What follows belongs to an exercise in optimizing a design on an open flow for small area, a short achievable clock period and few clock cycles; a production flow would make more cautious choices. At most, simulation tests tie the RTL to the original design; equivalence was not proved. Only the layout flow was run in runs 5, 7 and 8; the RTL was not checked for function there. Power is estimated from default activity; no workload was simulated.

### design/flow/flow/run.sh
#!/bin/bash
# The standard layout (standard.sh, its synthesis unchanged), with:
#  - every port buffered by a small buf cell instead of the default delay
#    buffer;
#  - more antenna repair iterations after detailed routing;
#  - a check of the finished layout for antenna violations; if any remain,
#    the layout is made again with the placement density lower bound
#    nudged, at most three times in all.
# Each attempt's tool output goes to standard_N.log, each check's to
# check_N.log.
export BUFFER_PORTS_ARGS="-buffer_cell sky130_fd_sc_hd__buf_1"
export MAX_REPAIR_ANTENNAS_ITER_DRT=10
export CTS_ARGS="-sink_clustering_enable -repair_clock_nets -sink_clustering_size 24 -sink_clustering_max_diameter 80 -dont_use_dummy_load"
RES=orfs/results/sky130hd/gpio_top/base/6_final.odb
cat > check_antennas.tcl <<EOT
read_db $RES
set n [check_antennas]
puts "ANTENNA_VIOLATIONS \$n"
EOT
addons=(0 0.2 0.3)
for n in 1 2 3; do
  if [[ $n -gt 1 ]]; then
    rm -rf orfs out/final.def
    mkdir -p out
    export PLACE_DENSITY_LB_ADDON=${addons[$((n-1))]}
  fi
  bash standard.sh > standard_$n.log 2>&1
  status=$?
  if [[ $status -eq 0 && -f out/final.def && -f $RES ]]; then
    openroad -no_init -exit check_antennas.tcl > check_$n.log 2>&1
    if grep -q '^ANTENNA_VIOLATIONS 0$' check_$n.log; then
      exit 0
    fi
  fi
done
exit 0
### design/flow/standard.sh
#!/bin/bash
# synth_recipe.tcl (not shown) runs the flow's synth.tcl, then flattens the netlist and writes it again
# the make line also repeats each setting of config.mk as NAME=value (left out here)
make -C /OpenROAD-flow-scripts/flow DESIGN_CONFIG=/design/flow/config.mk WORK_HOME=/design/flow/orfs CLKGATE_MAP_FILE= SYNTH_SCRIPT=/design/flow/synth_recipe.tcl "${@:-finish}"
### design/flow/config.mk
export PLATFORM = sky130hd
export DESIGN_NAME = gpio_top
export DESIGN_NICKNAME = gpio_top
export VERILOG_FILES = /design/flow/design.v
export SDC_FILE = /design/flow/constraint.sdc
export NUM_CORES = 4
export LEC_CHECK = 0
export CAP_MARGIN = 20
export CORE_MARGIN = 2
export CORE_UTILIZATION = 40
export CTS_CLUSTER_DIAMETER = 80
export CTS_CLUSTER_SIZE = 24
export PLACE_DENSITY = 0.6
export SETUP_SLACK_MARGIN = 2.0
export SLEW_MARGIN = 20
export SYNTH_HIERARCHICAL = 1
export SYNTH_MINIMUM_KEEP_SIZE = 0
### design/flow/constraint.sdc
create_clock -name core_clock -period 5.0 [get_ports {wb_clk_i}]
set_input_delay 1.0000 -clock core_clock [delete_from_list [all_inputs] [get_ports {wb_clk_i}]]
set_output_delay 1.0000 -clock core_clock [all_outputs]
set_load 0.01 [all_outputs]
### design/flow/design.v
module gpio_top(
	wb_clk_i, wb_rst_i, wb_cyc_i, wb_adr_i, wb_dat_i, wb_sel_i, wb_we_i, wb_stb_i,
	wb_dat_o, wb_ack_o, wb_err_o, wb_inta_o,
	aux_i,
	ext_pad_i, ext_pad_o, ext_padoe_o,
	clk_pad_i
);
parameter dw = 32;
parameter aw = 8;
parameter gw = 32;
input             wb_clk_i;
input             wb_rst_i;
input             wb_cyc_i;
input   [aw-1:0]  wb_adr_i;
input   [dw-1:0]  wb_dat_i;
input   [3:0]     wb_sel_i;
input             wb_we_i;
input             wb_stb_i;
output  [dw-1:0]  wb_dat_o;
output            wb_ack_o;
output            wb_err_o;
output            wb_inta_o;
input   [gw-1:0]  aux_i;
input   [gw-1:0]  ext_pad_i;
input             clk_pad_i;
output  [gw-1:0]  ext_pad_o;
output  [gw-1:0]  ext_padoe_o;
reg  [gw-1:0] rgpio_in;
reg  [gw-1:0] rgpio_out;
reg  [gw-1:0] rgpio_oe;
reg  [gw-1:0] rgpio_inte;
reg  [gw-1:0] rgpio_ptrig;
reg  [gw-1:0] rgpio_aux;
reg  [1:0]    rgpio_ctrl;
reg  [gw-1:0] rgpio_ints;
reg  [gw-1:0] rgpio_eclk;
reg  [gw-1:0] rgpio_nec;
reg  [gw-1:0] sync, ext_pad_s;
reg  [gw-1:0] pextc_sampled;
reg           sync_clk, clk_s, clk_r;
reg           wb_inta_o;
reg  [gw-1:0] ext_pad_o;
wire       req    = wb_cyc_i & wb_stb_i;
wire       valid  = (wb_adr_i[7:6] == 2'b00) & (wb_adr_i[1:0] == 2'b00);
wire       wr     = req & wb_we_i & valid;
assign wb_ack_o = req & valid & ~wb_rst_i;
assign wb_err_o = req & ~valid & ~wb_rst_i;
wire [3:0] p, q;
gpio_pdec u_pdec_p (.a(wb_adr_i[3:2]), .y(p));
gpio_pdec u_pdec_q (.a(wb_adr_i[5:4]), .y(q));
wire [2:0] tn;
wire       a4n;
gpio_inv   u_a4n (.a(wb_adr_i[4]), .y(a4n));
gpio_nand2 u_t0  (.a(p[0]), .b(q[0]), .y(tn[0]));
gpio_nand2 u_t1  (.a(wb_adr_i[5]), .b(wb_adr_i[4]), .y(tn[1]));
gpio_nand3 u_t2  (.a(wb_adr_i[5]), .b(a4n), .c(wb_adr_i[3]), .y(tn[2]));
wire wr_out   = wr & p[1] & q[0];
wire wr_oe    = wr & p[2] & q[0];
wire wr_inte  = wr & p[3] & q[0];
wire wr_ptrig = wr & p[0] & q[1];
wire wr_aux   = wr & p[1] & q[1];
wire wr_ctrl  = wr & p[2] & q[1];
wire wr_ints  = wr & p[3] & q[1];
wire wr_eclk  = wr & p[0] & q[2];
wire wr_nec   = wr & p[1] & q[2];
wire [3:0] sel = wb_sel_i;
wire [gw-1:0] out_d, oe_d, inte_d, ptrig_d, aux_d, eclk_d, nec_d;
genvar b;
generate
	for (b = 0; b < 4; b = b + 1) begin : lane
		wire en_out   = wr_out   & sel[b];
		wire en_oe    = wr_oe    & sel[b];
		wire en_inte  = wr_inte  & sel[b];
		wire en_ptrig = wr_ptrig & sel[b];
		wire en_aux   = wr_aux   & sel[b];
		wire en_eclk  = wr_eclk  & sel[b];
		wire en_nec   = wr_nec   & sel[b];
		gpio_wlane u_out   (.en(en_out),   .en_n(~en_out),   .d(wb_dat_i[8*b+:8]), .q(rgpio_out[8*b+:8]),   .y(out_d[8*b+:8]));
		gpio_wlane u_oe    (.en(en_oe),    .en_n(~en_oe),    .d(wb_dat_i[8*b+:8]), .q(rgpio_oe[8*b+:8]),    .y(oe_d[8*b+:8]));
		gpio_wlane u_inte  (.en(en_inte),  .en_n(~en_inte),  .d(wb_dat_i[8*b+:8]), .q(rgpio_inte[8*b+:8]),  .y(inte_d[8*b+:8]));
		gpio_wlane u_ptrig (.en(en_ptrig), .en_n(~en_ptrig), .d(wb_dat_i[8*b+:8]), .q(rgpio_ptrig[8*b+:8]), .y(ptrig_d[8*b+:8]));
		gpio_wlane u_aux   (.en(en_aux),   .en_n(~en_aux),   .d(wb_dat_i[8*b+:8]), .q(rgpio_aux[8*b+:8]),   .y(aux_d[8*b+:8]));
		gpio_wlane u_eclk  (.en(en_eclk),  .en_n(~en_eclk),  .d(wb_dat_i[8*b+:8]), .q(rgpio_eclk[8*b+:8]),  .y(eclk_d[8*b+:8]));
		gpio_wlane u_nec   (.en(en_nec),   .en_n(~en_nec),   .d(wb_dat_i[8*b+:8]), .q(rgpio_nec[8*b+:8]),   .y(nec_d[8*b+:8]));
	end
endgenerate
always @(posedge wb_clk_i or posedge wb_rst_i)
	if (wb_rst_i) begin
		rgpio_out   <= {gw{1'b0}};
		rgpio_oe    <= {gw{1'b0}};
		rgpio_inte  <= {gw{1'b0}};
		rgpio_ptrig <= {gw{1'b0}};
		rgpio_aux   <= {gw{1'b0}};
		rgpio_eclk  <= {gw{1'b0}};
		rgpio_nec   <= {gw{1'b0}};
	end else begin
		rgpio_out   <= out_d;
		rgpio_oe    <= oe_d;
		rgpio_inte  <= inte_d;
		rgpio_ptrig <= ptrig_d;
		rgpio_aux   <= aux_d;
		rgpio_eclk  <= eclk_d;
		rgpio_nec   <= nec_d;
	end
always @(posedge wb_clk_i or posedge wb_rst_i)
	if (wb_rst_i)
		rgpio_ctrl <= 2'b0;
	else if (wr_ctrl)
		rgpio_ctrl <= wb_dat_i[1:0];
	else if (rgpio_ctrl[0])
		rgpio_ctrl[1] <= rgpio_ctrl[1] | wb_inta_o;
always @(posedge wb_clk_i or posedge wb_rst_i)
	if (wb_rst_i) begin
		sync      <= {gw{1'b0}};
		ext_pad_s <= {gw{1'b0}};
		sync_clk  <= 1'b0;
		clk_s     <= 1'b0;
		clk_r     <= 1'b0;
	end else begin
		sync      <= ext_pad_i;
		ext_pad_s <= sync;
		sync_clk  <= clk_pad_i;
		clk_s     <= sync_clk;
		clk_r     <= clk_s;
	end
wire          pedge   = clk_s & ~clk_r;
wire          nedge   = ~clk_s & clk_r;
wire [gw-1:0] in_lach = (~rgpio_nec & {gw{pedge}}) | (rgpio_nec & {gw{nedge}});
wire [gw-1:0] extc_in = (in_lach & ext_pad_s) | (~in_lach & pextc_sampled);
wire [gw-1:0] in_muxed = (rgpio_eclk & pextc_sampled) | (~rgpio_eclk & ext_pad_s);
always @(posedge wb_clk_i or posedge wb_rst_i)
	if (wb_rst_i) begin
		pextc_sampled <= {gw{1'b0}};
		rgpio_in      <= {gw{1'b0}};
	end else begin
		pextc_sampled <= extc_in;
		rgpio_in      <= in_muxed;
	end
always @(posedge wb_clk_i or posedge wb_rst_i)
	if (wb_rst_i)
		rgpio_ints <= {gw{1'b0}};
	else if (wr_ints)
		rgpio_ints <= wb_dat_i;
	else if (rgpio_ctrl[0])
		rgpio_ints <= rgpio_ints | (((in_muxed ^ rgpio_in) & ~(in_muxed ^ rgpio_ptrig)) & rgpio_inte);
always @(posedge wb_clk_i or posedge wb_rst_i)
	if (wb_rst_i)
		wb_inta_o <= 1'b0;
	else
		wb_inta_o <= (|rgpio_ints) & rgpio_ctrl[0];
assign ext_padoe_o = rgpio_oe;
always @(posedge wb_clk_i or posedge wb_rst_i)
	if (wb_rst_i)
		ext_pad_o <= {gw{1'b0}};
	else
		ext_pad_o <= (rgpio_out & ~rgpio_aux) | (aux_i & rgpio_aux);
genvar i;
generate
	for (b = 0; b < 4; b = b + 1) begin : rd
		wire [9:0] s;
		gpio_rsel u_sel (.p(p), .q(q), .tn(tn), .s(s));
		for (i = 8*b; i < 8*b+8; i = i + 1) begin : bt
			if (i < 2) begin : c
				gpio_rbit_c u_bit (.s(s), .r({rgpio_nec[i], rgpio_eclk[i], rgpio_ints[i], rgpio_ctrl[i],
					rgpio_aux[i], rgpio_ptrig[i], rgpio_inte[i], rgpio_oe[i], rgpio_out[i], rgpio_in[i]}),
					.y(wb_dat_o[i]));
			end else begin : n
				gpio_rbit u_bit (.s(s), .r({rgpio_nec[i], rgpio_eclk[i], rgpio_ints[i],
					rgpio_aux[i], rgpio_ptrig[i], rgpio_inte[i], rgpio_oe[i], rgpio_out[i], rgpio_in[i]}),
					.y(wb_dat_o[i]));
			end
		end
	end
endgenerate
endmodule
module gpio_wlane(en, en_n, d, q, y);
input        en, en_n;
input  [7:0] d, q;
output [7:0] y;
assign y = ({8{en}} & d) | ({8{en_n}} & q);
endmodule
module gpio_pdec(a, y);
input  [1:0] a;
output [3:0] y;
wire [1:0] an;
gpio_inv  u_i0 (.a(a[0]), .y(an[0]));
gpio_inv  u_i1 (.a(a[1]), .y(an[1]));
gpio_nor2 u_n0 (.a(a[1]),  .b(a[0]),  .y(y[0]));
gpio_nor2 u_n1 (.a(a[1]),  .b(an[0]), .y(y[1]));
gpio_nor2 u_n2 (.a(an[1]), .b(a[0]),  .y(y[2]));
gpio_nor2 u_n3 (.a(an[1]), .b(an[0]), .y(y[3]));
endmodule
module gpio_inv(a, y);
input  a;
output y;
assign y = ~a;
endmodule
module gpio_nor2(a, b, y);
input  a, b;
output y;
assign y = ~(a | b);
endmodule
module gpio_nand2(a, b, y);
input  a, b;
output y;
assign y = ~(a & b);
endmodule
module gpio_nand3(a, b, c, y);
input  a, b, c;
output y;
assign y = ~(a & b & c);
endmodule
module gpio_and2(a, b, y);
input  a, b;
output y;
assign y = a & b;
endmodule
module gpio_rsel(p, q, tn, s);
input  [3:0] p, q;
input  [2:0] tn;
output [9:0] s;
gpio_and2 u1 (.a(p[1]), .b(q[0]), .y(s[1]));
gpio_and2 u2 (.a(p[2]), .b(q[0]), .y(s[2]));
gpio_and2 u3 (.a(p[3]), .b(q[0]), .y(s[3]));
gpio_and2 u4 (.a(p[0]), .b(q[1]), .y(s[4]));
gpio_and2 u5 (.a(p[1]), .b(q[1]), .y(s[5]));
gpio_and2 u6 (.a(p[2]), .b(q[1]), .y(s[6]));
gpio_and2 u7 (.a(p[3]), .b(q[1]), .y(s[7]));
gpio_and2 u8 (.a(p[0]), .b(q[2]), .y(s[8]));
gpio_and2 u9 (.a(p[1]), .b(q[2]), .y(s[9]));
gpio_nand3 u0 (.a(tn[0]), .b(tn[1]), .c(tn[2]), .y(s[0]));
endmodule
module gpio_aoi222(a1, a2, b1, b2, c1, c2, y);
input  a1, a2, b1, b2, c1, c2;
output y;
assign y = ~((a1 & a2) | (b1 & b2) | (c1 & c2));
endmodule
module gpio_rbit_c(s, r, y);
input  [9:0] s, r;
output       y;
wire x0, x1, x2;
gpio_aoi222 u0 (.a1(s[1]), .a2(r[1]), .b1(s[2]), .b2(r[2]), .c1(s[3]), .c2(r[3]), .y(x0));
gpio_aoi222 u1 (.a1(s[4]), .a2(r[4]), .b1(s[5]), .b2(r[5]), .c1(s[7]), .c2(r[7]), .y(x1));
gpio_aoi222 u2 (.a1(s[8]), .a2(r[8]), .b1(s[9]), .b2(r[9]), .c1(s[0]), .c2(r[0]), .y(x2));
assign y = ~(x0 & x1 & x2 & ~(s[6] & r[6]));
endmodule
module gpio_rbit(s, r, y);
input  [9:0] s;
input  [8:0] r;
output       y;
wire x0, x1, x2;
gpio_aoi222 u0 (.a1(s[1]), .a2(r[1]), .b1(s[2]), .b2(r[2]), .c1(s[3]), .c2(r[3]), .y(x0));
gpio_aoi222 u1 (.a1(s[4]), .a2(r[4]), .b1(s[5]), .b2(r[5]), .c1(s[7]), .c2(r[6]), .y(x1));
gpio_aoi222 u2 (.a1(s[8]), .a2(r[7]), .b1(s[9]), .b2(r[8]), .c1(s[0]), .c2(r[0]), .y(x2));
assign y = ~(x0 & x1 & x2);
endmodule
==> impl_metrics.tcl, run 1 <==
set metrics [dict create \
    global_route.usage.met1 0.328 \
    powerDensity_nw_per_um2 302 \
    power.static_leakage_nw 9.02 \
    mean_number_of_vias_per_cell 6.05 \
    crit_fanout 7 \
    critPathKind "in -> out" \
    critPathMostFrequentCell "buf_12" \
    syn_to_final_growth_pct 11.7 \
    synth_nets 1488 \
    postSynthCellCount 1374 \
    dp_slack_ps 1010 \
    setup_tns_ps 0 \
    cp_cell_sequence "buf_12 -> clkinv_8 -> nor2_4 -> buf_12 -> and2_4 -> a222oi_1 -> nand4_1 -> buf_2" \
    chipWidth_um 216 \
    grt_antenna_before_repair 3 \
    critPathSlowestCell "a222oi_1" \
    finalPower_mw 6.05 \
    first_iter_violations 1753 \
    core-area_um2 44200 \
    worst_slew_pin_tran_ps 1010 \
    total_gr_overflow 0 \
    drv.max_cap_violation_count 0 \
    place_hpwl_mm 35.8 \
    groute.layer.met3.usage 0.0471 \
    whs_path_depth 0 \
    tritoncts "done" \
    r2r_start "clk_s$_DFF_PP0_" \
    worst-endpoint-arrival_ps 2410 \
    drc 0 \
    r2r_cells 4 \
    hp-class "reg -> reg" \
    synth-warning-count 7 \
    drive_gt1_frac 0.147 \
    ctsHtreeMaxLevel 1 \
    grt_setup_unrepaired "true" \
    number_of_max_slew_violations_in_the_final_report 0 \
    post_synth_instance_area_um2 17900 \
    initial_core_util 0.405 \
    placer_s_final_routability_congestion_estimate 0.895 \
    grt_pass1_wl_mm 81.7 \
    final.setup_skew_ps 31.5 \
    cp_delay_by_family_top "buffers and inverters" \
    wirelength_mm 54.6 \
    slew_headroom 0.326 \
    final_antenna_net_count 0 \
    chipHeight_um 216 \
    cts_buffers 25 \
    clock-root-buffer "clkbuf_16" \
    grt_start_max_net_pins 133 \
    io_pins 213 \
    min_from "sync[18]$_DFF_PP0_" \
    number_of_global_route_vias_before_repair 12900 \
    detail_route.wl_per_cell_um 25.5 \
    max-vdd-ir-drop_mv 0.240 \
    clock_tree.buffer_depth 3 \
    clkTransAtPathRegs_ps 90 \
    cp-start-kind "input port" \
    cp-end-kind "output port" \
    die_area_um2 46500 \
    final_net_count 1664 \
    report.final.setup_viol 0 \
    num_vias 13000 \
    grt_most_used_layer "met2" \
    slowest_delay_ps 410 \
    r2r_setup_slack_ps 2590 \
    floorplan.rows 77 \
    post_synth.cell_area_avg_um2 13.1 \
    clk-insertion-delay-late_ps 570 \
    timing_hold_violations_final 0 \
    clock-sinks 422 \
    groute.layer.met2.usage 0.352 \
    run_status "finished clean" \
    port_buffers 212 \
    worstHoldEndpoint "ext_pad_s[18]$_DFF_PP0_" \
    grt_util_all_layers 0.231 \
    detailedRoute.firstPassIterationCount 6 \
    min_period_over_period 0.682 \
    fin_ws_ps 1590 \
    post_layout_min_period_ps 3410 \
    cp.required_ps 4000 \
    timing.critical_path.depth 8 \
    path_buf_inv 4 \
    timing.fmax_mhz 293 \
]
[metrics by stage]
| step | hold WS (ps) | cells | utilization | instance area (um2) |
|---|---|---|---|---|
| final | 339 | 2141 | 0.453 | 20000 |
| after floorplan | 331 | 1374 | - | 17900 |
| after global routing | 344 | 2140 | 0.453 | 20000 |
| after CTS | 339 | 2135 | 0.451 | 20000 |
| after detailed placement | 335 | 2102 | 0.429 | 19000 |
| after global placement | 331 | 2102 | 0.429 | 19000 |
[report_power, final]
part	internal (mW)	switching (mW)
Sequential	3.51	0.0709
Combinational	0.176	0.304
Clock	0.887	1.09
Total	4.58	1.47
[cell usage in the layout, fill, tap and decap left out, drive strengths merged, types with 15 or more instances in the layout]
master	count
dfrtp	422
buf	233
a22o	224
a222oi	96
mux2	92
nand2b	70
a21oi	65
and2	55
inv	44
nor2	44
mux2i	38
nand3	35
a311oi	32
clkbuf	27
nand2	25
and3	15
[what timing repair did]
item,in CTS,in global routing
cloned,4,0
pin swaps,63,27
endpoints found under the setup margin,113,41
gates resized for setup,113,14
hold endpoints to repair,0,0
hold buffers,0,0
setup buffers,4,5
[worst max-delay path by stage]
stage | startpoint | to | slack (ps)
finish | wb_adr_i[2] | wb_dat_o[0] | 1590
global route | wb_adr_i[2] | wb_dat_o[0] | 1590
CTS | wb_adr_i[4] | wb_dat_o[5] | 1640
detailed placement | wb_adr_i[4] | wb_dat_o[5] | 1010
global placement | wb_adr_i[4] | wb_dat_o[0] | 1020
floorplan | wb_rst_i | wb_ack_o | -3940
[area by class of cell]
| cell class | instances | area, um2 |
|---|---|---|
| fill | 4008 | 24200 |
| sequential | 422 | 10600 |
| multi-input combinational | 819 | 6770 |
| timing repair buffer | 235 | 1130 |
| tap | 592 | 741 |
| clock buffer | 25 | 626 |
| inverter | 46 | 189 |
| timing repair inverter | 1 | 5.00 |
| antenna | 1 | 2.50 |
[registers in the layout (all words and copies together), names as in the netlist, 2 cells and up, named ones only]
name / cells
rgpio_nec: 32
rgpio_ints: 32
rgpio_oe: 32
rgpio_out: 32
rgpio_aux: 32
rgpio_ptrig: 32
rgpio_in: 32
rgpio_inte: 32
ext_pad_s: 32
rgpio_eclk: 32
rgpio_ctrl: 2
sync: 32
ext_pad_o: 32
[per-layer routing]
layer	vias up	part of all wire	wire length (um)
met2	578	0.46	24900
met1	6628	0.43	23700
met4	6	0.031	1670
met5	-	0.00062	34
met3	93	0.079	4290
li1	5655	-	-
Testbench counts, summed over its fixed seeds: cycles 24,000.
==> inputs of run 2 (changes only) <==
--- a/design/flow/flow/run.sh
+++ b/design/flow/flow/run.sh
@@ -10,7 +10,7 @@
 # check_N.log.
 export BUFFER_PORTS_ARGS="-buffer_cell sky130_fd_sc_hd__buf_1"
 export MAX_REPAIR_ANTENNAS_ITER_DRT=10
-export CTS_ARGS="-sink_clustering_enable -repair_clock_nets -sink_clustering_size 24 -sink_clustering_max_diameter 80 -dont_use_dummy_load"
+export CTS_ARGS="-sink_clustering_enable -repair_clock_nets -sink_clustering_size 16 -sink_clustering_max_diameter 60 -dont_use_dummy_load -buf_list sky130_fd_sc_hd__clkbuf_8"
 RES=orfs/results/sky130hd/gpio_top/base/6_final.odb
 cat > check_antennas.tcl <<EOT
 read_db $RES
==> impl_metrics.tcl, run 2 <==
set metrics [dict create \
    clkTransAtPathRegs_ps 90 \
    cp_cell_sequence "buf_12 -> inv_8 -> nor2_4 -> buf_6 -> and2_4 -> a222oi_1 -> nand3_1 -> buf_2" \
    most-common-layout-cells "dfrtp_1, a22o_1, buf_1, a222oi_1, mux2_2" \
    min_from "sync[13]$_DFF_PP0_" \
    drv.max_cap_violation_count 0 \
    number_of_global_route_vias_before_repair 13000 \
    switching_share 0.254 \
    synth_nets 1488 \
    place_hpwl_mm 35.8 \
    clock_tree.buffer_depth 3 \
    grt_antenna_before_repair 3 \
    final_net_count 1672 \
    finalPower_mw 5.81 \
    final_antenna_net_count 0 \
    power.static_leakage_nw 8.93 \
    report.final.setup_viol 0 \
    detail_route.wl_per_cell_um 25.6 \
    critPathSlowestCell "a222oi_1" \
    synth-warning-count 7 \
    slowest_delay_ps 440 \
    power_report.internal_total_mw 4.33 \
    clock-sinks 422 \
    port_buffers 212 \
    final.setup_skew_ps 76.9 \
    grt_util_all_layers 0.234 \
    clock-root-buffer "clkbuf_8" \
    dp_cells 2102 \
    ctsHtreeMaxLevel 2 \
    timing.fmax_mhz 295 \
    clk-insertion-delay-late_ps 630 \
    placedInstanceArea_um2 19000 \
    tritoncts "done" \
    initial_core_util 0.405 \
    grt_pass1_wl_mm 82.2 \
    syn_to_final_growth_pct 10.5 \
    powerDensity_nw_per_um2 293 \
    post_layout_min_period_ps 3390 \
    floorplan.rows 77 \
    post_synth.cell_area_avg_um2 13.1 \
    timing_hold_violations_final 0 \
    total_gr_overflow 0 \
    layout.cells.non_filler 2148 \
    worstHoldEndpoint "ext_pad_s[13]$_DFF_PP0_" \
    clock_power_share 0.302 \
    postLayoutCoreUtil 0.448 \
    hold_ws_ps 349 \
    sequential_group_share_of_total_power 0.617 \
    hp-class "reg -> reg" \
    cp-start-kind "input port" \
    crit_fanout 8 \
    r2r_start "clk_s$_DFF_PP0_" \
    placer_s_final_routability_congestion_estimate 0.895 \
    max-vdd-ir-drop_mv 0.162 \
    final_cell_area_um2 19800 \
    switching_power_mw 1.48 \
    r2r_setup_slack_ps 2630 \
    r2r_cells 4 \
    postSynthCellCount 1374 \
    wirelength_mm 54.9 \
    min_period_over_period 0.679 \
    whs_path_depth 0 \
    chipHeight_um 216 \
    chipWidth_um 216 \
    path_buf_inv 4 \
    critPathKind "in -> out" \
    drc 0 \
    worst-endpoint-arrival_ps 2390 \
    dp_slack_ps 1010 \
    fraction_of_power_consumed_by_combinational_cells 0.081 \
    fin_ws_ps 1610 \
    n_fill_cell 4042 \
    grt_setup_unrepaired "true" \
    cp.required_ps 4000 \
    slew_headroom 0.330 \
    setup_tns_ps 0 \
    post_synth_instance_area_um2 17900 \
    worst_slew_pin_tran_ps 1000 \
    number_of_max_slew_violations_in_the_final_report 0 \
    mean_number_of_vias_per_cell 6.08 \
    io_pins 213 \
    drive_gt1_frac 0.148 \
    first_iter_violations 1675 \
    cts_buffers 36 \
    run_status "finished clean" \
    layout_commonest_cell "dfrtp_1" \
    cp_delay_by_family_top "buffers and inverters" \
    ant_cells 0 \
    detailedRoute.firstPassIterationCount 7 \
    die_area_um2 46500 \
    num_vias 13100 \
    grt_start_max_net_pins 133 \
    core-area_um2 44200 \
    cp-end-kind "output port" \
]
==> run 2: final cells by class <==
type	count	area, um2	area share
tap	592	741	0.0374
timing repair buffer	232	1070	0.0539
clock buffer	36	495	0.0250
multi-input combinational	819	6760	0.341
inverter	46	184	0.00928
timing repair inverter	1	5.00	0.000253
sequential	422	10600	0.533
==> run 2: worst reg2reg max path, cell delays in order, from the launching register on <==
cell and delay (ps):
dfrtp_1 790, nand2b_2 730, nor2_1 300, a21oi_1 80
mux2_1 340
==> run 2: how the worst max path moves through the flow <==
stage	start	to	slack [ps]	cells after the start
2_1_floorplan	wb_rst_i	wb_ack_o	-3940	2
3_3_place_gp	wb_adr_i[4]	wb_dat_o[0]	1020	7
3_5_place_dp	wb_adr_i[4]	wb_dat_o[5]	1010	8
4_1_cts	wb_adr_i[3]	wb_dat_o[5]	1640	8
5_1_grt	wb_adr_i[3]	wb_dat_o[25]	1580	8
6_report	wb_adr_i[2]	wb_dat_o[17]	1610	8
==> run 2: power by group through the flow <==
stage                     clock network, mW  logic (mW)  registers [mW]
after global routing                   1.94       0.521            3.60
after global placement                    0       0.435            3.65
after floorplan                           0       0.259            3.63
after detailed placement                  0       0.443            3.65
final                                  1.75       0.473            3.58
after CTS                              1.83       0.475            3.58
==> run 2: per-layer routing <==
metal / track usage / up-vias / share of wire
met5: 0 / - / 0.00062
met4: 0.0945 / 6 / 0.037
met3: 0.0509 / 129 / 0.081
met2: 0.352 / 665 / 0.45
met1: 0.328 / 6603 / 0.43
li1: - / 5655 / -
==> run 2: what timing repair did <==
item                       CTS  global route
cloned                       4             0
pin swaps                   52            32
setup buffers                4             2
setup endpoints to repair   91            40
gates resized for setup    112            10
hold buffers                 0             0
==> inputs of run 3 (changes only) <==
--- a/design/flow/flow/run.sh
+++ b/design/flow/flow/run.sh
@@ -2,6 +2,8 @@
 # The standard layout (standard.sh, its synthesis unchanged), with:
 #  - every port buffered by a small buf cell instead of the default delay
 #    buffer;
+#  - clock tree synthesis with clkbuf_8 buffers, sink clusters of at most
+#    16 flip-flops, and no dummy loads;
 #  - more antenna repair iterations after detailed routing;
 #  - a check of the finished layout for antenna violations; if any remain,
 #    the layout is made again with the placement density lower bound
--- a/design/flow/config.mk
+++ b/design/flow/config.mk
@@ -11,7 +11,7 @@
 export CTS_CLUSTER_DIAMETER = 80
 export CTS_CLUSTER_SIZE = 24
 export PLACE_DENSITY = 0.6
-export SETUP_SLACK_MARGIN = 2.0
+export SETUP_SLACK_MARGIN = 1.65
 export SLEW_MARGIN = 20
 export SYNTH_HIERARCHICAL = 1
 export SYNTH_MINIMUM_KEEP_SIZE = 0
==> impl_metrics.tcl, run 3 <==
set metrics [dict create \
    run_status "finished clean" \
    post_synth_instance_area_um2 17900 \
    ant_cells 0 \
    grt_start_max_net_pins 161 \
    chipHeight_um 216 \
    core-area_um2 44200 \
    drive_gt1_frac 0.151 \
    total_gr_overflow 0 \
    drc 0 \
    clock-sinks 422 \
    ctsHtreeMaxLevel 2 \
    worst-endpoint-arrival_ps 2420 \
    final_antenna_net_count 0 \
    max-vdd-ir-drop_mv 0.141 \
    most-common-layout-cells "dfrtp_1, a22o_1, buf_1, a222oi_1, mux2_2" \
    floorplan.rows 77 \
    placer_s_final_routability_congestion_estimate 0.898 \
    met3WireLength_mm 4.51 \
    ctsHoldBuffers 0 \
    die_area_um2 46500 \
    wirelength_mm 55.8 \
    first_iter_violations 1789 \
    layout_commonest_cell "dfrtp_1" \
    synth_nets 1488 \
    place_hpwl_mm 35.9 \
    number_of_global_route_vias_before_repair 13500 \
    report.final.setup_viol 0 \
    number_of_max_slew_violations_in_the_final_report 0 \
    cts_buffers 40 \
    mean_number_of_vias_per_cell 6.12 \
    clock_tree.buffer_depth 3 \
    critPathSlowestCell "a222oi_1" \
    timing_hold_violations_final 0 \
    clk-insertion-delay-late_ps 650 \
    chipWidth_um 216 \
    grt_setup_unrepaired "true" \
    final_net_count 1678 \
    tritoncts "done" \
    met2_length_mm 25.6 \
    detailedRoute.firstPassIterationCount 7 \
    final.setup_skew_ps 63.0 \
    min_period_over_period 0.685 \
    timing.critical_path.depth 8 \
    setup_tns_ps 0 \
    r2r_cells 4 \
    grt_antenna_before_repair 2 \
    grt_util_all_layers 0.239 \
    slew_headroom 0.236 \
    cp-end-kind "output port" \
    postLayoutCoreUtil 0.450 \
    dp_slack_ps 1130 \
    fin_ws_ps 1580 \
    power.static_leakage_nw 8.99 \
    clkTransAtPathRegs_ps 100 \
    grt_pass1_wl_mm 84.7 \
    multi_input_comb_area_um2 6750 \
    initial_core_util 0.405 \
    post_synth.cell_area_avg_um2 13.1 \
    path_buf_inv 4 \
    synth-warning-count 7 \
    finalPower_mw 5.90 \
    hp-class "reg -> reg" \
    critPathKind "in -> out" \
    worst_slew_pin_tran_ps 1140 \
    hold_ws_ps 313 \
    n_fill_cell 4094 \
    detail_route.wl_per_cell_um 25.9 \
    highest-signal-layer "met5" \
    slowest_delay_ps 490 \
    powerDensity_nw_per_um2 296 \
    met1Wirelength_mm 23.4 \
    num_vias 13200 \
    postSynthCellCount 1374 \
    post_layout_min_period_ps 3420 \
    drv.max_cap_violation_count 0 \
    cp_cell_sequence "buf_12 -> clkinv_8 -> nor2_4 -> buf_8 -> and2_4 -> a222oi_1 -> nand3_1 -> buf_2" \
    clock-root-buffer "clkbuf_8" \
    io_pins 213 \
    cp_delay_by_family_top "buffers and inverters" \
    cp.required_ps 4000 \
    crit_fanout 8 \
    timing.fmax_mhz 292 \
    port_buffers 212 \
    syn_to_final_growth_pct 11.1 \
    cp-start-kind "input port" \
    whs_path_depth 0 \
    sequential_cell_area_um2 10600 \
]
run 3: metal layers:
layer | track usage | vias to the layer above
li1 | - | 5662
met1 | 0.327 | 6717
met2 | 0.369 | 647
met3 | 0.0492 | 142
met4 | 0.104 | 4
met5 | 0 | -
run 3: cell type report:
type                    count  area share
flip-flops and latches    422       0.530
multi-input cells         819       0.339
repair buffers            235      0.0555
well taps                 592      0.0372
clock buffers              40      0.0276
inverters                  46      0.0102
run 3: timing repair:
action,CTS,global route
gates resized for setup,100,35
buffers inserted,3,3
pin swaps,26,35
endpoints found under the setup margin,32,28
cloned,3,1
run 3: power by group:
group          leakage [nW]  switching [mW]  internal, mW  total (mW)
Clock                 0.288            1.12         0.716        1.84
Sequential             5.58          0.0712          3.51        3.59
Combinational          3.12           0.306         0.174       0.480
run 3: final timing paths:
| kind | end | slack (ps) | start |
|---|---|---|---|
| worst min-delay path | ext_pad_s[30]$_DFF_PP0_ | 310 | sync[30]$_DFF_PP0_ |
| worst min register to register | ext_pad_s[30]$_DFF_PP0_ | 310 | sync[30]$_DFF_PP0_ |
| worst max-delay path | wb_dat_o[25] | 1580 | wb_adr_i[2] |
| max in group asynchronous | rgpio_ptrig[8]$_DFF_PP0_ | 2990 | wb_rst_i |
| worst max register to register | flip-flop | 2590 | clk_s$_DFF_PP0_ |
| min in group asynchronous | ext_pad_o[26]$_DFF_PP0_ | 560 | wb_rst_i |
run 3: stage by stage:
stage	instances	area (um2)
4_1_cts	2150	19800
6_report	2154	19900
3_3_place_gp	2104	19000
5_1_grt	2154	19900
2_1_floorplan	1374	17900
3_5_place_dp	2104	19000
run 3: worst reg2reg max path, cell delays in order, from the launching register on:
cell      delay (ps)
dfrtp_1          810
nand2b_2         710
nor2_1           280
a21oi_1           70
mux2_1           350
==> inputs of run 4 (changes only) <==
==> design/flow/config.mk (replaced) <==
export PLATFORM = sky130hd
export DESIGN_NAME = gpio_top
export DESIGN_NICKNAME = gpio_top
export VERILOG_FILES = /design/flow/design.v
export SDC_FILE = /design/flow/constraint.sdc
export NUM_CORES = 4
export LEC_CHECK = 0
export CAP_MARGIN = 20
export CORE_MARGIN = 2
export CORE_UTILIZATION = 50
export PLACE_DENSITY = 0.65
export SETUP_SLACK_MARGIN = 2.0
export SLEW_MARGIN = 20
export SYNTH_HIERARCHICAL = 1
export SYNTH_MINIMUM_KEEP_SIZE = 0
==> impl_metrics.tcl, run 4 <==
set metrics [dict create \
    hp-class "reg -> reg" \
    timing.critical_path.depth 8 \
    cp_delay_by_family_top "buffers and inverters" \
    timing.fmax_mhz 295 \
    clkTransAtPathRegs_ps 90 \
    grt_antenna_before_repair 4 \
    worst_slew_pin_tran_ps 1130 \
    worstHoldEndpoint "ext_pad_s[27]$_DFF_PP0_" \
    final_net_count 1676 \
    cp.required_ps 4000 \
    final_antenna_net_count 0 \
    slowest_delay_ps 380 \
    placer_s_final_routability_congestion_estimate 0.891 \
    place_hpwl_mm 33.7 \
    cp_cell_sequence "buf_12 -> clkinv_8 -> nor2_4 -> buf_12 -> and2_4 -> a222oi_1 -> nand4_1 -> buf_2" \
    grt_pass1_wl_mm 81.5 \
    postLayoutCoreUtil 0.558 \
    number_of_max_slew_violations_in_the_final_report 0 \
    postSynthCellCount 1374 \
    r2r_setup_slack_ps 2640 \
    dp_cells 1970 \
    drc 0 \
    report.final.setup_viol 0 \
    detailedRoute.firstPassIterationCount 8 \
    timing_hold_violations_final 0 \
    min_from "sync[27]$_DFF_PP0_" \
    clock_tree.buffer_depth 3 \
    critPathKind "in -> out" \
    clock-root-buffer "clkbuf_8" \
    wirelength_mm 53.3 \
    die_area_um2 37400 \
    power.static_leakage_nw 9.00 \
    post_synth.cell_area_avg_um2 13.1 \
    first_iter_violations 1791 \
    path_buf_inv 4 \
    grt_start_max_net_pins 128 \
    drv.max_cap_violation_count 0 \
    crit_fanout 8 \
    post_synth_instance_area_um2 17900 \
    post_layout_min_period_ps 3390 \
    drive_gt1_frac 0.154 \
    total_gr_overflow 0 \
    ctsHtreeMaxLevel 2 \
    synth-warning-count 7 \
    chipWidth_um 193 \
    min_period_over_period 0.679 \
    layout_commonest_cell "dfrtp_1" \
    run_status "finished clean" \
    whs_path_depth 0 \
    max-vdd-ir-drop_mv 0.205 \
    cts_buffers 37 \
    grt_setup_unrepaired "true" \
    mean_number_of_vias_per_cell 6.60 \
    detail_route.wl_per_cell_um 26.3 \
    critPathMostFrequentCell "buf_12" \
    layout.cells.non_filler 2026 \
    most-common-layout-cells "dfrtp_1, a22o_1, buf_1, a222oi_1, mux2_2" \
    slew_headroom 0.248 \
    core-area_um2 35500 \
    clk-insertion-delay-late_ps 580 \
    num_vias 13400 \
    worst-endpoint-arrival_ps 2390 \
    floorplan.rows 69 \
    syn_to_final_growth_pct 10.4 \
    initial_core_util 0.505 \
    clock-sinks 422 \
    r2r_cells 4 \
    cp-end-kind "output port" \
    tritoncts "done" \
    cp-start-kind "input port" \
    final.setup_skew_ps 46.8 \
    synth_nets 1488 \
    r2r_start "clk_s$_DFF_PP0_" \
    port_buffers 212 \
    io_pins 213 \
    number_of_global_route_vias_before_repair 13500 \
    powerDensity_nw_per_um2 294 \
    critPathSlowestCell "a222oi_1" \
    chipHeight_um 193 \
    grt_util_all_layers 0.282 \
]
-- run 4: worst register-to-register path: stages, from the launching register on --
cell and delay [ps]:
dfrtp_1 800, nand2b_2 750, nor2_1 350, a21oi_1 80
mux2_2 310
-- run 4: where the power goes --
group          leakage, nW  switching (mW)  internal, mW  total, mW
Clock                0.266            1.08         0.665       1.75
Combinational         3.16           0.300         0.179      0.479
Sequential            5.58          0.0732          3.51       3.59
-- run 4: final cells by class --
type / instances / area [um2]
multi-input combinational: 820 / 6790
tap: 461 / 577
sequential: 422 / 10600
antenna: 5 / 12.5
clock buffer: 37 / 509
timing repair buffer: 235 / 1150
fill: 3021 / 15700
inverter: 46 / 191
-- run 4: metrics by stage --
stage	worst slack [ps]	hold slack, ps	power, mW	TNS, ps	cell area [um2]
after floorplan	-3940	331	3.89	-721020	17900
after global placement	1090	332	4.07	0	18800
after detailed placement	1020	335	4.09	0	18800
after CTS	1670	306	5.85	0	19700
after global routing	1600	313	6.06	0	19800
final	1610	304	5.81	0	19800
-- run 4: how the worst max path moves through the flow --
stage	startpoint	endpoint	slack, ps
finish	wb_adr_i[2]	wb_dat_o[0]	1610
global route	wb_adr_i[2]	wb_dat_o[0]	1600
CTS	wb_adr_i[2]	wb_dat_o[0]	1670
detailed placement	wb_adr_i[3]	wb_dat_o[0]	1020
global placement	wb_adr_i[4]	wb_dat_o[0]	1090
floorplan	wb_rst_i	wb_ack_o	-3940
-- run 4: what timing repair did --
| item | CTS | global route |
|---|---|---|
| resized for setup | 120 | 23 |
| hold buffers | 0 | 0 |
| setup buffers | 5 | 3 |
| cloned | 6 | 0 |
| setup endpoints to repair | 32 | 32 |
| pin swaps | 79 | 37 |
-- run 4: per-layer routing --
layer  routed length [um]  track usage
met5                    0            0
met4                 2150        0.117
met3                 5290       0.0746
met2                23800        0.421
met1                22100        0.392
==> inputs of run 5 (changes only) <==
--- a/design/flow/design.v
+++ b/design/flow/design.v
@@ -156,10 +156,10 @@
 		ext_pad_o <= (rgpio_out & ~rgpio_aux) | (aux_i & rgpio_aux);
 genvar i;
 generate
-	for (b = 0; b < 4; b = b + 1) begin : rd
+	for (b = 0; b < 8; b = b + 1) begin : rd
 		wire [9:0] s;
 		gpio_rsel u_sel (.p(p), .q(q), .tn(tn), .s(s));
-		for (i = 8*b; i < 8*b+8; i = i + 1) begin : bt
+		for (i = 4*b; i < 4*b+4; i = i + 1) begin : bt
 			if (i < 2) begin : c
 				gpio_rbit_c u_bit (.s(s), .r({rgpio_nec[i], rgpio_eclk[i], rgpio_ints[i], rgpio_ctrl[i],
 					rgpio_aux[i], rgpio_ptrig[i], rgpio_inte[i], rgpio_oe[i], rgpio_out[i], rgpio_in[i]}),
--- a/design/flow/config.mk
+++ b/design/flow/config.mk
@@ -7,8 +7,10 @@
 export LEC_CHECK = 0
 export CAP_MARGIN = 20
 export CORE_MARGIN = 2
-export CORE_UTILIZATION = 50
-export PLACE_DENSITY = 0.65
+export CORE_UTILIZATION = 40
+export CTS_CLUSTER_DIAMETER = 80
+export CTS_CLUSTER_SIZE = 24
+export PLACE_DENSITY = 0.6
 export SETUP_SLACK_MARGIN = 2.0
 export SLEW_MARGIN = 20
 export SYNTH_HIERARCHICAL = 1
==> impl_metrics.tcl, run 5 <==
set metrics [dict create \
    post_synth.cell_area_avg_um2 12.9 \
    clk-insertion-delay-late_ps 620 \
    final_cell_area_um2 20500 \
    ctsHoldBuffers 0 \
    total_gr_overflow 0 \
    final.setup_skew_ps 59.3 \
    hold_ws_ps 351 \
    max-vdd-ir-drop_mv 0.132 \
    worst_slew_pin_tran_ps 1010 \
    run_status "finished clean" \
    cp-end-kind "output port" \
    grt_start_max_net_pins 163 \
    timing_hold_violations_final 0 \
    post_layout_min_period_ps 3380 \
    syn_to_final_growth_pct 12.7 \
    grt_antenna_before_repair 1 \
    drv.max_cap_violation_count 0 \
    grt_setup_unrepaired "true" \
    cp-start-kind "input port" \
    most-common-layout-cells "dfrtp_1, a22o_1, buf_1, a222oi_1, mux2_2" \
    ctsHtreeMaxLevel 2 \
    wirelength_mm 57.0 \
    post_synth_instance_area_um2 18200 \
    layout_commonest_cell "dfrtp_1" \
    cp_cell_sequence "buf_12 -> clkinv_8 -> nor2_4 -> buf_12 -> and2_4 -> a222oi_1 -> nand3_1 -> buf_2" \
    number_of_max_slew_violations_in_the_final_report 0 \
    final_net_count 1718 \
    initial_core_util 0.403 \
    core-area_um2 45100 \
    met3WireLength_mm 4.88 \
    grt_util_all_layers 0.240 \
    dp_cells 2148 \
    critPathKind "in -> out" \
    clkTransAtPathRegs_ps 60 \
    io_pins 213 \
    dp_slack_ps 1200 \
    grt_pass1_wl_mm 85.1 \
    slew_headroom 0.325 \
    met1Wirelength_mm 23.8 \
    highest-signal-layer "met5" \
    crit_fanout 8 \
    die_area_um2 47100 \
    chipHeight_um 217 \
    power.static_leakage_nw 9.29 \
    clock-sinks 422 \
    layout.cells.non_filler 2202 \
    chipWidth_um 217 \
    drc 0 \
    hp-class "reg -> reg" \
    number_of_global_route_vias_before_repair 13600 \
    place_hpwl_mm 37.5 \
    ant_cells 0 \
    crit_start "wb_adr_i[2]" \
    floorplan.rows 78 \
    port_buffers 212 \
    clock_tree.buffer_depth 3 \
    drive_gt1_frac 0.176 \
    r2r_start "clk_s$_DFF_PP0_" \
    placedInstanceArea_um2 19200 \
    slowest_delay_ps 430 \
    report.final.setup_viol 0 \
    cts_buffers 38 \
    placer_s_final_routability_congestion_estimate 0.890 \
    r2r_setup_slack_ps 2660 \
    postLayoutCoreUtil 0.454 \
    detail_route.wl_per_cell_um 25.9 \
    min_from "sync[29]$_DFF_PP0_" \
    fin_ws_ps 1620 \
    synth_nets 1524 \
    critPathSlowestCell "a222oi_1" \
    num_vias 13300 \
    met2_length_mm 26.4 \
    min_period_over_period 0.675 \
    final_antenna_net_count 0 \
    postSynthCellCount 1410 \
    first_iter_violations 1589 \
    critPathMostFrequentCell "buf_12" \
    r2r_cells 4 \
    synth-warning-count 7 \
    cp.required_ps 4000 \
    worstHoldEndpoint "ext_pad_s[29]$_DFF_PP0_" \
    mean_number_of_vias_per_cell 6.06 \
    worst-endpoint-arrival_ps 2380 \
    whs_path_depth 0 \
    detailedRoute.firstPassIterationCount 10 \
    tritoncts "done" \
    powerDensity_nw_per_um2 290 \
    timing.fmax_mhz 296 \
    clock-root-buffer "clkbuf_8" \
]
## run 5: layout make-up
| type | instances | area (um2) |
|---|---|---|
| clock buffers | 38 | 523 |
| fillers | 4237 | 24600 |
| repair inverters | 1 | 5.00 |
| repair buffers | 240 | 1340 |
| flip-flops and latches | 422 | 10600 |
| inverters | 46 | 216 |
| multi-input cells | 855 | 7060 |
| well taps | 600 | 751 |
## run 5: power by group
| group | internal, mW | switching [mW] |
|---|---|---|
| registers | 3.51 | 0.0740 |
| logic | 0.203 | 0.328 |
| clock network | 0.682 | 1.12 |
| total | 4.40 | 1.52 |
## run 5: stage by stage
step,power (mW),TNS [ps]
2_1_floorplan,3.90,-721020
3_3_place_gp,4.10,0
3_5_place_dp,4.11,0
4_1_cts,5.98,0
5_1_grt,6.18,0
6_report,5.92,0
## run 5: worst max path at each step
stage | to | slack (ps) | cells after the start
after global routing | wb_dat_o[8] | 1610 | 8
after floorplan | wb_ack_o | -3940 | 2
after global placement | wb_dat_o[20] | 1240 | 8
after detailed placement | wb_dat_o[23] | 1200 | 8
after CTS | wb_dat_o[11] | 1670 | 8
final | wb_dat_o[9] | 1620 | 8
## run 5: what timing repair did
| item | CTS | global route |
|---|---|---|
| endpoints found under the setup margin | 42 | 32 |
| pin swaps | 96 | 64 |
| cloned | 7 | 2 |
| gates resized for setup | 129 | 43 |
| buffers inserted | 5 | 2 |
## run 5: critical path: cells and delay by family
kind	cells	cell delay (ps)
simple gates	3	430
compound gates	1	430
buf+inv	4	500
## run 5: metal layers
metal,track usage,vias up
li1,-,5788
met1,0.330,6757
met2,0.379,666
met3,0.0442,127
met4,0.0884,2
met5,0,-
==> inputs of run 6 (changes only) <==
--- a/design/flow/design.v
+++ b/design/flow/design.v
@@ -156,10 +156,10 @@
 		ext_pad_o <= (rgpio_out & ~rgpio_aux) | (aux_i & rgpio_aux);
 genvar i;
 generate
-	for (b = 0; b < 8; b = b + 1) begin : rd
+	for (b = 0; b < 4; b = b + 1) begin : rd
 		wire [9:0] s;
 		gpio_rsel u_sel (.p(p), .q(q), .tn(tn), .s(s));
-		for (i = 4*b; i < 4*b+4; i = i + 1) begin : bt
+		for (i = 8*b; i < 8*b+8; i = i + 1) begin : bt
 			if (i < 2) begin : c
 				gpio_rbit_c u_bit (.s(s), .r({rgpio_nec[i], rgpio_eclk[i], rgpio_ints[i], rgpio_ctrl[i],
 					rgpio_aux[i], rgpio_ptrig[i], rgpio_inte[i], rgpio_oe[i], rgpio_out[i], rgpio_in[i]}),
==> impl_metrics.tcl, run 6 <==
set metrics [dict create \
    power_report.internal_total_mw 4.33 \
    hp-class "reg -> reg" \
    post_synth.cell_area_avg_um2 13.1 \
    switching_share 0.254 \
    grt_util_all_layers 0.234 \
    grt_start_max_net_pins 133 \
    clkTransAtPathRegs_ps 90 \
    clock-root-buffer "clkbuf_8" \
    layout_commonest_cell "dfrtp_1" \
    first_iter_violations 1675 \
    die_area_um2 46500 \
    num_vias 13100 \
    grt_pass1_wl_mm 82.2 \
    report.final.setup_viol 0 \
    timing_hold_violations_final 0 \
    synth-warning-count 7 \
    timing.fmax_mhz 295 \
    placedInstanceArea_um2 19000 \
    tritoncts "done" \
    drc 0 \
    chipHeight_um 216 \
    powerDensity_nw_per_um2 293 \
    max-vdd-ir-drop_mv 0.162 \
    n_fill_cell 4042 \
    clock_power_share 0.302 \
    crit_fanout 8 \
    most-common-layout-cells "dfrtp_1, a22o_1, buf_1, a222oi_1, mux2_2" \
    cp_cell_sequence "buf_12 -> inv_8 -> nor2_4 -> buf_6 -> and2_4 -> a222oi_1 -> nand3_1 -> buf_2" \
    worst-endpoint-arrival_ps 2390 \
    number_of_max_slew_violations_in_the_final_report 0 \
    postSynthCellCount 1374 \
    min_period_over_period 0.679 \
    cp_delay_by_family_top "buffers and inverters" \
    cp-end-kind "output port" \
    power.static_leakage_nw 8.93 \
    syn_to_final_growth_pct 10.5 \
    layout.cells.non_filler 2148 \
    final.setup_skew_ps 76.9 \
    mean_number_of_vias_per_cell 6.08 \
    path_buf_inv 4 \
    ctsHoldBuffers 0 \
    wirelength_mm 54.9 \
    post_layout_min_period_ps 3390 \
    dp_cells 2102 \
    slowest_delay_ps 440 \
    dp_slack_ps 1010 \
    chipWidth_um 216 \
    fraction_of_power_consumed_by_combinational_cells 0.081 \
    run_status "finished clean" \
    floorplan.rows 77 \
    detailedRoute.firstPassIterationCount 7 \
    cp-start-kind "input port" \
    synth_nets 1488 \
    worst_slew_pin_tran_ps 1000 \
    final_net_count 1672 \
    ctsHtreeMaxLevel 2 \
    grt_antenna_before_repair 3 \
    hold_ws_ps 349 \
    final_cell_area_um2 19800 \
    switching_power_mw 1.48 \
    finalPower_mw 5.81 \
    post_synth_instance_area_um2 17900 \
    total_gr_overflow 0 \
    core-area_um2 44200 \
    cp.required_ps 4000 \
    cts_buffers 36 \
    clock-sinks 422 \
    io_pins 213 \
    drive_gt1_frac 0.148 \
    fin_ws_ps 1610 \
    sequential_group_share_of_total_power 0.617 \
    critPathSlowestCell "a222oi_1" \
    ant_cells 0 \
    port_buffers 212 \
    final_antenna_net_count 0 \
    critPathKind "in -> out" \
    number_of_global_route_vias_before_repair 13000 \
    placer_s_final_routability_congestion_estimate 0.895 \
    detail_route.wl_per_cell_um 25.6 \
    drv.max_cap_violation_count 0 \
    grt_setup_unrepaired "true" \
    slew_headroom 0.330 \
    place_hpwl_mm 35.8 \
    clock_tree.buffer_depth 3 \
    initial_core_util 0.405 \
    clk-insertion-delay-late_ps 630 \
]
run 6: layer usage:
layer | vias up | track usage | wire, um | share of wire
met1 | 6603 | 0.328 | 23700 | 0.43
met3 | 129 | 0.0509 | 4470 | 0.081
li1 | 5655 | - | - | -
met5 | - | 0 | 34 | 0.00062
met4 | 6 | 0.0945 | 2060 | 0.037
met2 | 665 | 0.352 | 24700 | 0.45
run 6: worst paths after layout:
path | startpoint | endpoint | slack [ps] | depth (start not counted)
worst min register to register | sync[13]$_DFF_PP0_ | ext_pad_s[13]$_DFF_PP0_ | 350 | 0
max in group asynchronous | wb_rst_i | sync[12]$_DFF_PP0_ | 2710 | 4
min in group asynchronous | wb_rst_i | rgpio_nec[25]$_DFF_PP0_ | 390 | 2
worst max-delay path | wb_adr_i[2] | wb_dat_o[17] | 1610 | 8
worst max register to register | clk_s$_DFF_PP0_ | flip-flop | 2630 | 4
worst min-delay path | sync[13]$_DFF_PP0_ | ext_pad_s[13]$_DFF_PP0_ | 350 | 0
run 6: timing repair:
action	in CTS	in global routing
setup buffers	4	2
resized for setup	112	10
gates cloned	4	0
setup endpoints to repair	91	40
pin swaps	52	32
run 6: worst register-to-register path: cells and delay by family (launching register included):
family | cells | cell delay (ps)
AND/OR/NAND/NOR | 2 | 1030
flip-flops | 1 | 790
multiplexers | 1 | 340
AO/OA/AOI/OAI | 1 | 80
run 6: stage by stage:
stage	TNS (ps)	util
floorplan	-721020	-
global placement	0	0.429
detailed placement	0	0.429
CTS	0	0.447
global route	0	0.448
finish	0	0.448
run 6: power groups by stage:
stage / clock, mW / combinational, mW / sequential [mW]
CTS: 1.83 / 0.475 / 3.58
finish: 1.75 / 0.473 / 3.58
global placement: 0 / 0.435 / 3.65
floorplan: 0 / 0.259 / 3.63
detailed placement: 0 / 0.443 / 3.65
global route: 1.94 / 0.521 / 3.60
run 6: final cells by class:
type / count / area, um2 / area share
clock buffer: 36 / 495 / 0.0250
timing repair buffer: 232 / 1070 / 0.0539
sequential: 422 / 10600 / 0.533
tap: 592 / 741 / 0.0374
multi-input combinational: 819 / 6760 / 0.341
inverter: 46 / 184 / 0.00928
timing repair inverter: 1 / 5.00 / 0.000253
Testbench counts of run 6, summed over its fixed seeds: cycles 24,000.
==> inputs of run 7 (changes only) <==
--- a/design/flow/design.v
+++ b/design/flow/design.v
@@ -48,12 +48,6 @@
 wire [3:0] p, q;
 gpio_pdec u_pdec_p (.a(wb_adr_i[3:2]), .y(p));
 gpio_pdec u_pdec_q (.a(wb_adr_i[5:4]), .y(q));
-wire [2:0] tn;
-wire       a4n;
-gpio_inv   u_a4n (.a(wb_adr_i[4]), .y(a4n));
-gpio_nand2 u_t0  (.a(p[0]), .b(q[0]), .y(tn[0]));
-gpio_nand2 u_t1  (.a(wb_adr_i[5]), .b(wb_adr_i[4]), .y(tn[1]));
-gpio_nand3 u_t2  (.a(wb_adr_i[5]), .b(a4n), .c(wb_adr_i[3]), .y(tn[2]));
 wire wr_out   = wr & p[1] & q[0];
 wire wr_oe    = wr & p[2] & q[0];
 wire wr_inte  = wr & p[3] & q[0];
@@ -158,7 +152,7 @@
 generate
 	for (b = 0; b < 4; b = b + 1) begin : rd
 		wire [9:0] s;
-		gpio_rsel u_sel (.p(p), .q(q), .tn(tn), .s(s));
+		gpio_rsel u_sel (.a(wb_adr_i[5:2]), .s(s));
 		for (i = 8*b; i < 8*b+8; i = i + 1) begin : bt
 			if (i < 2) begin : c
 				gpio_rbit_c u_bit (.s(s), .r({rgpio_nec[i], rgpio_eclk[i], rgpio_ints[i], rgpio_ctrl[i],
@@ -215,10 +209,18 @@
 output y;
 assign y = a & b;
 endmodule
-module gpio_rsel(p, q, tn, s);
-input  [3:0] p, q;
-input  [2:0] tn;
+module gpio_rsel(a, s);
+input  [3:0] a;
 output [9:0] s;
+wire [3:0] p, q;
+wire [2:0] tn;
+wire       a2n;
+gpio_pdec  u_p  (.a(a[1:0]), .y(p));
+gpio_pdec  u_q  (.a(a[3:2]), .y(q));
+gpio_inv   u_a2n (.a(a[2]), .y(a2n));
+gpio_nand2 u_t0 (.a(p[0]), .b(q[0]), .y(tn[0]));
+gpio_nand2 u_t1 (.a(a[3]), .b(a[2]), .y(tn[1]));
+gpio_nand3 u_t2 (.a(a[3]), .b(a2n), .c(a[1]), .y(tn[2]));
 gpio_and2 u1 (.a(p[1]), .b(q[0]), .y(s[1]));
 gpio_and2 u2 (.a(p[2]), .b(q[0]), .y(s[2]));
 gpio_and2 u3 (.a(p[3]), .b(q[0]), .y(s[3]));
==> impl_metrics.tcl, run 7 <==
set metrics [dict create \
    wirelength_mm 55.8 \
    sequential_cell_area_um2 10600 \
    report.final.setup_viol 0 \
    total_gr_overflow 0 \
    final.setup_skew_ps 57.8 \
    clock_tree.buffer_depth 3 \
    worst-endpoint-arrival_ps 2350 \
    finalPower_mw 5.87 \
    port_buffers 212 \
    detailedRoute.firstPassIterationCount 9 \
    critPathKind "in -> out" \
    number_of_max_slew_violations_in_the_final_report 0 \
    timing.fmax_mhz 299 \
    floorplan.rows 78 \
    detail_route.wl_per_cell_um 25.2 \
    cp-start-kind "input port" \
    ctsHoldBuffers 0 \
    drv.max_cap_violation_count 0 \
    ctsHtreeMaxLevel 2 \
    grt_start_max_net_pins 166 \
    grt_antenna_before_repair 3 \
    initial_core_util 0.402 \
    final_antenna_net_count 0 \
    timing_hold_violations_final 0 \
    synth-warning-count 7 \
    r2r_setup_slack_ps 2560 \
    dp_cells 2164 \
    drc 0 \
    hold_ws_ps 329 \
    die_area_um2 47100 \
    io_pins 213 \
    final_net_count 1725 \
    post_synth.cell_area_avg_um2 12.7 \
    worst_slew_pin_tran_ps 1130 \
    chipHeight_um 217 \
    multi_input_comb_area_um2 6900 \
    grt_pass1_wl_mm 83.7 \
    min_from "sync[9]$_DFF_PP0_" \
    num_vias 13400 \
    max-vdd-ir-drop_mv 0.176 \
    tritoncts "done" \
    cts_buffers 38 \
    slew_headroom 0.244 \
    postSynthCellCount 1430 \
    worstSetupEndpoint "wb_dat_o[6]" \
    core-area_um2 45100 \
    syn_to_final_growth_pct 10.9 \
    placer_s_final_routability_congestion_estimate 0.862 \
    min_period_over_period 0.670 \
    place_hpwl_mm 35.4 \
    most-common-layout-cells "dfrtp_1, a22o_1, buf_1, a222oi_1, mux2_2" \
    power.static_leakage_nw 9.16 \
    grt_util_all_layers 0.236 \
    crit_fanout 6 \
    first_iter_violations 2060 \
    clk-insertion-delay-late_ps 620 \
    number_of_global_route_vias_before_repair 13300 \
    layout.cells.non_filler 2212 \
    hp-class "reg -> reg" \
    synth_nets 1544 \
    post_synth_instance_area_um2 18100 \
    drive_gt1_frac 0.153 \
    r2r_cells 4 \
    clock-sinks 422 \
    r2r_start "clk_s$_DFF_PP0_" \
    cp.required_ps 4000 \
    run_status "finished clean" \
    chipWidth_um 217 \
    powerDensity_nw_per_um2 292 \
    post_layout_min_period_ps 3350 \
    grt_setup_unrepaired "true" \
    mean_number_of_vias_per_cell 6.05 \
    clkTransAtPathRegs_ps 100 \
    n_fill_cell 4241 \
    layout_commonest_cell "dfrtp_1" \
    crit_start "wb_adr_i[5]" \
    cp-end-kind "output port" \
    clock-root-buffer "clkbuf_8" \
]
## run 7: changes by cell type in the layout (fill, tap and decap cells not counted), sizes merged
| cell | before | now |
|---|---|---|
| nand3 | 35 | 38 |
| inv | 45 | 62 |
| buf | 232 | 225 |
| clkbuf | 36 | 41 |
| nor2 | 44 | 72 |
| clkinvlp | 2 | 1 |
| clkinv | 0 | 2 |
| diode | 0 | 3 |
| nand2 | 25 | 31 |
## run 7: worst min-delay path by stage
| stage | endpoint | slack, ps | cells past startpoint |
|---|---|---|---|
| floorplan | clk_s$_DFF_PP0_ | 330 | 0 |
| global placement | ext_pad_s[1]$_DFF_PP0_ | 330 | 0 |
| detailed placement | clk_s$_DFF_PP0_ | 330 | 0 |
| CTS | ext_pad_s[9]$_DFF_PP0_ | 330 | 0 |
| global route | ext_pad_s[9]$_DFF_PP0_ | 330 | 0 |
| finish | ext_pad_s[9]$_DFF_PP0_ | 330 | 0 |
## run 7: per-layer routing
metal	vias to the layer above	wire length (um)	track usage
li1	5800	-	-
met1	6792	24300	0.338
met2	667	24200	0.344
met3	126	4970	0.0572
met4	2	2230	0.0979
met5	-	9	0
## run 7: layout make-up
class / instances / area share
antenna: 3 / 0.000373
clock buffer: 38 / 0.0260
inverter: 65 / 0.0128
multi-input combinational: 856 / 0.343
sequential: 422 / 0.525
tap: 600 / 0.0373
timing repair buffer: 228 / 0.0562
## run 7: repair_timing
action / CTS / global route
buffers inserted: 0 / 3
endpoints found under the hold margin: 0 / 0
pin swaps: 89 / 31
endpoints found under the setup margin: 32 / 32
gates resized for setup: 123 / 23
gates cloned: 4 / 0
## run 7: through the flow
stage	setup slack, ps	utilization	TNS (ps)	cell area (um2)
3_5_place_dp	835	0.425	0	19200
3_3_place_gp	945	0.425	0	19200
5_1_grt	1610	0.446	0	20100
4_1_cts	1720	0.445	0	20100
6_report	1650	0.446	0	20100
2_1_floorplan	-3940	-	-721020	18100
## run 7: worst max-delay path, cell delays in order
cell and delay [ps]:
buf_12 120, buf_16 140, inv_2 40, nor2_1 40, and2_4 180, buf_12 140
a222oi_1 350, nand3_1 160, buf_2 170
## run 7: power breakdown
group	leakage (nW)	internal (mW)	switching [mW]
registers	5.58	3.51	0.0711
logic	3.31	0.183	0.308
clock network	0.273	0.682	1.11
==> inputs of run 8 (changes only) <==
--- a/design/flow/config.mk
+++ b/design/flow/config.mk
@@ -8,10 +8,8 @@
 export CAP_MARGIN = 20
 export CORE_MARGIN = 2
 export CORE_UTILIZATION = 40
-export CTS_CLUSTER_DIAMETER = 80
-export CTS_CLUSTER_SIZE = 24
 export PLACE_DENSITY = 0.6
-export SETUP_SLACK_MARGIN = 2.0
+export SETUP_SLACK_MARGIN = 1.8
 export SLEW_MARGIN = 20
 export SYNTH_HIERARCHICAL = 1
 export SYNTH_MINIMUM_KEEP_SIZE = 0
==> impl_metrics.tcl, run 8 <==
set metrics [dict create \
    run_status "finished clean" \
    tritoncts "done" \
    timing.fmax_mhz 301 \
    layout.cells.non_filler 2210 \
    met1Wirelength_mm 24.5 \
    most-common-layout-cells "dfrtp_1, a22o_1, buf_1, a222oi_1, mux2_2" \
    drv.max_cap_violation_count 0 \
    cp_cell_sequence "buf_12 -> buf_16 -> inv_2 -> nor2_2 -> and2_4 -> a222oi_1 -> nand4_1 -> buf_2" \
    clock_tree.buffer_depth 3 \
    wirelength_mm 55.8 \
    postSynthCellCount 1430 \
    postLayoutCoreUtil 0.447 \
    final.setup_skew_ps 58.7 \
    met3WireLength_mm 4.70 \
    grt_pass1_wl_mm 83.7 \
    hold_ws_ps 331 \
    sequential_cell_area_um2 10600 \
    slew_headroom 0.240 \
    die_area_um2 47100 \
    chipHeight_um 217 \
    powerDensity_nw_per_um2 292 \
    clock-root-buffer "clkbuf_8" \
    synth_nets 1544 \
    path_buf_inv 4 \
    switching_power_mw 1.49 \
    number_of_max_slew_violations_in_the_final_report 0 \
    multi_input_comb_area_um2 6910 \
    highest-signal-layer "met5" \
    cts_buffers 38 \
    critPathKind "in -> out" \
    max-vdd-ir-drop_mv 0.177 \
    number_of_global_route_vias_before_repair 13300 \
    cp.required_ps 4000 \
    grt_start_max_net_pins 166 \
    dp_cells 2164 \
    hp-class "reg -> reg" \
    placer_s_final_routability_congestion_estimate 0.862 \
    min_period_over_period 0.665 \
    ctsHtreeMaxLevel 2 \
    power_report.internal_total_mw 4.38 \
    timing_hold_violations_final 0 \
    port_buffers 212 \
    grt_util_all_layers 0.236 \
    power.static_leakage_nw 9.16 \
    dp_slack_ps 835 \
    grt_antenna_before_repair 2 \
    drive_gt1_frac 0.152 \
    core-area_um2 45100 \
    cp_delay_by_family_top "buffers and inverters" \
    place_hpwl_mm 35.4 \
    mean_number_of_vias_per_cell 6.08 \
    post_synth_instance_area_um2 18100 \
    crit_fanout 6 \
    clock-sinks 422 \
    io_pins 213 \
    final_antenna_net_count 0 \
    setup_tns_ps 0 \
    floorplan.rows 78 \
    critPathSlowestCell "a222oi_1" \
    post_synth.cell_area_avg_um2 12.7 \
    slowest_delay_ps 370 \
    num_vias 13400 \
    synth-warning-count 7 \
    grt_setup_unrepaired "true" \
    cp-end-kind "output port" \
    met2_length_mm 24.4 \
    first_iter_violations 1900 \
    ctsHoldBuffers 0 \
    final_net_count 1725 \
    post_layout_min_period_ps 3330 \
    fraction_of_power_consumed_by_combinational_cells 0.084 \
    detail_route.wl_per_cell_um 25.2 \
    detailedRoute.firstPassIterationCount 6 \
    initial_core_util 0.402 \
    worst-endpoint-arrival_ps 2330 \
    total_gr_overflow 0 \
    final_cell_area_um2 20100 \
    n_fill_cell 4253 \
    syn_to_final_growth_pct 11.0 \
    layout_commonest_cell "dfrtp_1" \
    report.final.setup_viol 0 \
    switching_share 0.255 \
    placedInstanceArea_um2 19200 \
    cp-start-kind "input port" \
    finalPower_mw 5.87 \
    clk-insertion-delay-late_ps 620 \
    clkTransAtPathRegs_ps 100 \
    clock_power_share 0.306 \
    drc 0 \
    fin_ws_ps 1670 \
    sequential_group_share_of_total_power 0.610 \
    worst_slew_pin_tran_ps 1140 \
    chipWidth_um 217 \
]
[run 8: worst paths after layout]
| kind | start | to | slack [ps] | cells after the start |
|---|---|---|---|---|
| worst max-delay path | wb_adr_i[5] | wb_dat_o[0] | 1670 | 8 |
| min in group asynchronous | wb_rst_i | sync[16]$_DFF_PP0_ | 590 | 3 |
| max in group asynchronous | wb_rst_i | async pin | 2960 | 4 |
| worst min register to register | sync[9]$_DFF_PP0_ | ext_pad_s[9]$_DFF_PP0_ | 330 | 0 |
| worst min-delay path | sync[9]$_DFF_PP0_ | ext_pad_s[9]$_DFF_PP0_ | 330 | 0 |
| worst max register to register | clk_s$_DFF_PP0_ | flip-flop | 2540 | 4 |
[run 8: power groups by stage]
stage / clock, mW / sequential [mW] / combinational [mW]
2_1_floorplan: 0 / 3.63 / 0.266
3_3_place_gp: 0 / 3.65 / 0.440
3_5_place_dp: 0 / 3.65 / 0.450
4_1_cts: 1.86 / 3.58 / 0.489
5_1_grt: 1.99 / 3.60 / 0.541
6_report: 1.80 / 3.59 / 0.491
[run 8: routing by layer]
metal	track usage	vias up
li1	-	5799
met4	0.0986	2
met2	0.344	628
met3	0.0570	132
met1	0.338	6878
met5	0	-
[run 8: cell type report]
type	count	area share
antenna	1	0.000124
clock buffer	38	0.0260
inverter	65	0.0132
multi-input combinational	856	0.343
sequential	422	0.524
tap	600	0.0373
timing repair buffer	228	0.0559
[run 8: repair_timing]
action | 4_1_cts | 5_1_grt
endpoints found under the setup margin | 32 | 32
pin swaps | 81 | 36
gates resized for setup | 122 | 23
gates cloned | 4 | 0
setup buffers | 0 | 3

## afterwards: timing with drivers on the ports
Ports are ideal in the flow. The routed layouts listed here were re-timed in OpenROAD.
Step 1, drivers: a clkbuf_16 drives wb_clk_i and a buf_2 each remaining input, both assumed.
Step 2 adds t to the input delays and takes it off the output delays; t is the mean of the earliest and latest rising clock arrival at the registers after step 1. Input paths then give back, and output paths get back, about the clock's delay inside the block.
Slacks: ideal / step 1 / step 2; pairs: ideal / step 1.
run	t (ns)	setup WS [ns]	slew at the worst register clock pin (ns)
run 1	0.606	1.588 / 1.493 / 1.456	0.10 / 0.10
run 2	0.649	1.607 / 1.498 / 1.388	0.10 / 0.10
run 3	0.666	1.576 / 1.525 / 1.335	0.11 / 0.11
run 4	0.605	1.606 / 1.541 / 1.501	0.11 / 0.11
run 5	0.649	1.624 / 1.511 / 1.440	0.10 / 0.10
run 6	0.649	1.607 / 1.498 / 1.388	0.10 / 0.10
run 7	0.645	1.652 / 1.575 / 1.450	0.10 / 0.10
run 8	0.643	1.673 / 1.574 / 1.443	0.10 / 0.10
After both steps every run listed still meets setup and hold. The setup slack of run 3, which loses most, moves by -0.051 ns with the drivers and by -0.241 ns with both steps.
